From an optimization exercise on the open Yosys and OpenROAD flow, aimed at small area; shortcuts taken in it are not production practice. Only simulation tests tie the RTL to the original design; equivalence was not proved. Power and IR drop assume default switching activity.

alpha:
==> flow/design.v <==
`default_nettype none
module vga_timing
 (
   input  wire         reset,
   input  wire         clk_dot,
   output wire [10:0]  h,
   output wire [9:0]   v,
   output wire [10:0]  hn,
   output wire [9:0]   vn,
   output wire         new_frame,    
   output wire         vid_active,
   output wire         vga_hsync,
   output wire         vga_vsync
 );
 reg  [10:0] h_r;
 reg  [9:0]  v_r;
 wire h_end = ( h_r == 11'd1055 );
 wire v_end = ( v_r == 10'd627 );
 assign hn = h_end ? 11'd0 : h_r + 11'd1;
 assign vn = h_end ? ( v_end ? 10'd0 : v_r + 10'd1 ) : v_r;
 assign h  = h_r;
 assign v  = v_r;
 always @ ( posedge clk_dot or posedge reset ) begin
   if ( reset == 1 ) begin
     h_r <= 11'd837;
     v_r <= 10'd599;
   end else begin
     h_r <= hn;
     v_r <= vn;
   end
 end
 assign new_frame  = ( v_r == 10'd627 ) && ( h_r == 11'd1053 );
 wire h_act  = ( h_r <= 11'd797 ) || ( h_r >= 11'd1054 );
 wire v_act  = ( h_r >= 11'd1054 ) ? ( v_r <= 10'd597 || v_r >= 10'd626 )
                                   : ( v_r <= 10'd598 || v_r == 10'd627 );
 assign vid_active = h_act && v_act;
 assign vga_hsync  = ( h_r >= 11'd839 ) && ( h_r <= 11'd966 );
 wire   p_2_218    = ( h_r >= 11'd839 );
 assign vga_vsync  = ( v_r >= 10'd600 && v_r <= 10'd602 ) ||
                     ( v_r == 10'd599 &&  p_2_218 ) ||
                     ( v_r == 10'd603 && !p_2_218 );
endmodule
`default_nettype none
module vga_core
(
  input  wire         reset,
  input  wire         color_3b,       
  input  wire         mode_bit,       
  input  wire         clk_dot,        
  input  wire  [31:0] random_num,     
  output wire  [23:0] vga_pixel_rgb,  
  output wire         vga_active,     
  output wire         vga_hsync,      
  output wire         vga_vsync       
);
  wire [10:0] h, hn;
  wire [9:0]  v, vn;
  wire        new_frame;
  vga_timing u0_vga_timing
  (
    .reset      ( reset      ),
    .clk_dot    ( clk_dot    ),
    .h          ( h          ),
    .v          ( v          ),
    .hn         ( hn         ),
    .vn         ( vn         ),
    .new_frame  ( new_frame  ),
    .vid_active ( vga_active ),
    .vga_hsync  ( vga_hsync  ),
    .vga_vsync  ( vga_vsync  )
  );
  reg          mode_p1;      
  reg          c3_p1;        
  reg          demo;         
  reg          first;        
  reg  [8:0]   line_d;       
  reg  [22:0]  line_rgb;
  reg  [23:0]  bx;           
  reg  [23:0]  by;           
  reg          x_neg, y_neg;
  reg  [9:0]   x_frac, y_frac;
  reg  [3:0]   dir_chg_sr;
  reg  [22:0]  ball_rgb;
  reg          pix_hit;      
  reg  [22:0]  pix_rgb;
  wire rise = mode_bit & ~mode_p1;
  wire line_wrap = ( line_d == 9'd300 );
  always @ ( posedge clk_dot or posedge reset ) begin
    if ( reset == 1 ) begin
      line_d   <= 9'd0;
      line_rgb <= 23'd0;
    end else if ( mode_bit == 0 ) begin
      line_d   <= 9'd0;
      line_rgb <= random_num[22:0];
    end else if ( new_frame == 1 ) begin
      if ( line_wrap ) begin
        line_d   <= 9'd0;
        line_rgb <= random_num[22:0];
      end else begin
        line_d   <= line_d + 9'd1;
      end
    end
  end
  wire [11:0] x_dir = x_neg ? { 2'b10, ~x_frac } : { 2'b01, x_frac };
  wire [11:0] y_dir = y_neg ? { 2'b10, ~y_frac } : { 2'b01, y_frac };
  wire [15:0] bxi = bx[23:8];
  wire [15:0] byi = by[23:8];
  wire x_out = ( bxi < 16'd24 ) || ( bxi > 16'd760 );
  wire y_out = ( byi < 16'd24 ) || ( byi > 16'd542 );
  wire unlocked = ( dir_chg_sr == 4'd0 );
  wire x_bounce = unlocked && x_out;
  wire y_bounce = unlocked && y_out;
  always @ ( posedge clk_dot or posedge reset ) begin
    if ( reset == 1 ) begin
      bx         <= 24'h008800;    
      by         <= 24'h002400;    
      x_neg      <= 1'b0;
      y_neg      <= 1'b0;
      x_frac     <= 10'd0;
      y_frac     <= 10'd0;
      dir_chg_sr <= 4'd0;
      ball_rgb   <= 23'd0;
    end else if ( mode_bit == 0 ) begin
      bx         <= 24'h008800;
      by         <= 24'h002400;
      x_neg      <= 1'b0;
      y_neg      <= 1'b0;
      x_frac     <= random_num[11:2];
      y_frac     <= random_num[23:14];
      ball_rgb   <= random_num[22:0];
    end else if ( new_frame == 1 ) begin
      bx         <= bx + { {12{x_dir[11]}}, x_dir };
      by         <= by + { {12{y_dir[11]}}, y_dir };
      if ( x_bounce ) x_neg <= ~x_neg;
      if ( y_bounce ) y_neg <= ~y_neg;
      dir_chg_sr <= { dir_chg_sr[2:0], x_bounce | y_bounce };
      if ( dir_chg_sr[0] == 1 ) ball_rgb <= random_num[22:0];
    end
  end
  wire [11:0] dxh = { 1'b0, hn } - { 1'b0, bxi[10:0] };
  wire [10:0] dyv = { 1'b0, vn } - { 1'b0, byi[9:0] };
  wire ball_hit = ( bxi[15:11] == 5'd0 ) && ( dxh[11:4] == 8'd0 ) && ( dxh[3:0] != 4'd0 ) &&
                  ( byi[15:10] == 6'd0 ) && ( dyv[10:4] == 7'd0 ) && ( dyv[3:0] != 4'd0 );
  wire [10:0] ld = { 2'd0, line_d };
  wire line_hit = ( hn == ld ) || ( hn + ld == 11'd800 ) ||
                  ( { 1'b0, vn } == ld ) || ( { 1'b0, vn } + ld + first == 11'd600 );
  always @ ( posedge clk_dot or posedge reset ) begin
    if ( reset == 1 ) begin
      mode_p1 <= 1'b0;
      demo    <= 1'b0;
      first   <= 1'b1;
      pix_hit <= 1'b0;
      pix_rgb <= 23'd0;
    end else begin
      mode_p1 <= mode_bit;
      if ( rise ) demo <= ~demo;
      if ( new_frame ) first <= 1'b0;
      if ( mode_p1 ) begin
        pix_hit <= demo ? line_hit : ball_hit;
        pix_rgb <= demo ? line_rgb : ball_rgb;
      end
    end
  end
  always @ ( posedge clk_dot ) c3_p1 <= color_3b;
  wire [2:0] bar = h[9:7];
  wire r_en = bar[0] ^ bar[1];
  wire g_en = bar[2] | ( bar[1] & bar[0] );
  wire b_en = ~bar[0];
  wire [7:0] ramp = { h[6:0], 1'b0 };
  wire [23:0] tp  = { r_en ? ramp : 8'd0, g_en ? ramp : 8'd0, b_en ? ramp : 8'd0 };
  wire [23:0] dp  = pix_hit ? { 1'b1, pix_rgb } : 24'd0;
  wire [23:0] raw = mode_p1 ? dp : tp;
  assign vga_pixel_rgb = c3_p1 ? { {8{raw[23]}}, {8{raw[15]}}, {8{raw[7]}} } : raw;
endmodule
clock: 10.0 ns
lec_check: 0
cap_margin: 20
core_margin: 2
core_utilization: 40
slew_margin: 20
run.sh (not shown) runs the stock make flow with config.mk's settings and CLKGATE_MAP_FILE= SYNTH_SCRIPT=/design/flow/synth_recipe.tcl, a recipe that flattens the netlist after the stock synthesis.
Per the final summary, alpha finished and its layout is clean on timing, DRC and antenna.
Edits applied to the flow inputs when going from alpha to beta:
diff --git a/flow/design.v b/flow/design.v
--- a/flow/design.v
+++ b/flow/design.v
@@ -78,5 +78,5 @@
   reg  [23:0]  bx;           
   reg  [23:0]  by;           
-  reg          x_neg, y_neg;
+  reg          x_neg, y_neg;      
   reg  [9:0]   x_frac, y_frac;
   reg  [3:0]   dir_chg_sr;
@@ -102,6 +102,4 @@
     end
   end
-  wire [11:0] x_dir = x_neg ? { 2'b10, ~x_frac } : { 2'b01, x_frac };
-  wire [11:0] y_dir = y_neg ? { 2'b10, ~y_frac } : { 2'b01, y_frac };
   wire [15:0] bxi = bx[23:8];
   wire [15:0] byi = by[23:8];
@@ -111,4 +109,14 @@
   wire x_bounce = unlocked && x_out;
   wire y_bounce = unlocked && y_out;
+  reg        busy, x_flip, y_flip, x_c, y_c;
+  wire [4:0] bit_i = h[4:0];
+  wire       shift = busy & ~h[10];              
+  wire       last  = busy & ( h[4:0] == 5'd23 ) & ~h[10];
+  wire       x_g   = ( bit_i < 5'd10 ) ? x_frac[bit_i[3:0]] : ( bit_i == 5'd10 );
+  wire       y_g   = ( bit_i < 5'd10 ) ? y_frac[bit_i[3:0]] : ( bit_i == 5'd10 );
+  wire       x_d   = x_neg ^ x_g;
+  wire       y_d   = y_neg ^ y_g;
+  wire       x_s   = bx[0] ^ x_d ^ x_c;
+  wire       y_s   = by[0] ^ y_d ^ y_c;
   always @ ( posedge clk_dot or posedge reset ) begin
     if ( reset == 1 ) begin
@@ -121,4 +129,9 @@
       dir_chg_sr <= 4'd0;
       ball_rgb   <= 23'd0;
+      busy       <= 1'b0;
+      x_flip     <= 1'b0;
+      y_flip     <= 1'b0;
+      x_c        <= 1'b0;
+      y_c        <= 1'b0;
     end else if ( mode_bit == 0 ) begin
       bx         <= 24'h008800;
@@ -129,11 +142,32 @@
       y_frac     <= random_num[23:14];
       ball_rgb   <= random_num[22:0];
-    end else if ( new_frame == 1 ) begin
-      bx         <= bx + { {12{x_dir[11]}}, x_dir };
-      by         <= by + { {12{y_dir[11]}}, y_dir };
-      if ( x_bounce ) x_neg <= ~x_neg;
-      if ( y_bounce ) y_neg <= ~y_neg;
-      dir_chg_sr <= { dir_chg_sr[2:0], x_bounce | y_bounce };
-      if ( dir_chg_sr[0] == 1 ) ball_rgb <= random_num[22:0];
+      busy       <= 1'b0;
+      x_flip     <= 1'b0;
+      y_flip     <= 1'b0;
+      x_c        <= 1'b0;
+      y_c        <= 1'b0;
+    end else begin
+      if ( new_frame == 1 ) begin
+        busy       <= 1'b1;
+        x_flip     <= x_bounce;
+        y_flip     <= y_bounce;
+        dir_chg_sr <= { dir_chg_sr[2:0], x_bounce | y_bounce };
+        if ( dir_chg_sr[0] == 1 ) ball_rgb <= random_num[22:0];
+      end
+      if ( shift ) begin
+        bx  <= { x_s, bx[23:1] };
+        by  <= { y_s, by[23:1] };
+        x_c <= ( bx[0] & x_d ) | ( bx[0] & x_c ) | ( x_d & x_c );
+        y_c <= ( by[0] & y_d ) | ( by[0] & y_c ) | ( y_d & y_c );
+      end
+      if ( last ) begin
+        busy   <= 1'b0;
+        x_c    <= 1'b0;
+        y_c    <= 1'b0;
+        x_neg  <= x_neg ^ x_flip;
+        y_neg  <= y_neg ^ y_flip;
+        x_flip <= 1'b0;
+        y_flip <= 1'b0;
+      end
     end
   end
## What came out
- Changes observed in beta relative to alpha: measured slew at the worst slew-check pin went up; wire length the detailed router placed on met1 went down; cell depth of the worst setup path did not really move.
- Relative to alpha, global-route total usage across every layer decreased by 0.33 points in beta.
- Cmp beta and alpha / post-route fraction of the period consumed by the critical path / lower: alpha
- beta vs. alpha: total number of vias went down about 18%; net load switching power went up 0.78%.
- [beta] final critical-path required period rose 0.088 ns relative to alpha
- Area of all placed cells without fillers: lower on beta
- Sort beta and alpha by total power of the final layout desc -> top: beta
- beta: global routing met2 resource utilization lower than alpha

[re-timing with driven ports]
No port has a modelled driver above. Below, the same layouts with a new extraction and two added sets of constraints.
Step 1 sets driving cells, clkbuf_16 on the clock port and buf_2 on the other inputs (assumed; they add their load-dependent delay and slew).
Step 2 times the ports against the registers' clock, not the clock port: input delays grow and output delays shrink by t, the midpoint of the rising clock arrivals with the driver on.
a / b / c = ideal ports / drivers / drivers and shift; a / b = the first two.
| run | t (ns) | setup WS [ns] | latest minus earliest clock arrival (ns) | worst register clock-pin slew, ns |
|---|---|---|---|---|
| alpha | 0.479 | 4.919 / 4.869 / 5.073 | 0.020 / 0.019 | 0.08 / 0.08 |
| beta | 0.485 | 4.830 / 4.781 / 5.161 | 0.015 / 0.015 | 0.08 / 0.08 |
After both steps setup and hold are still met in every run listed.
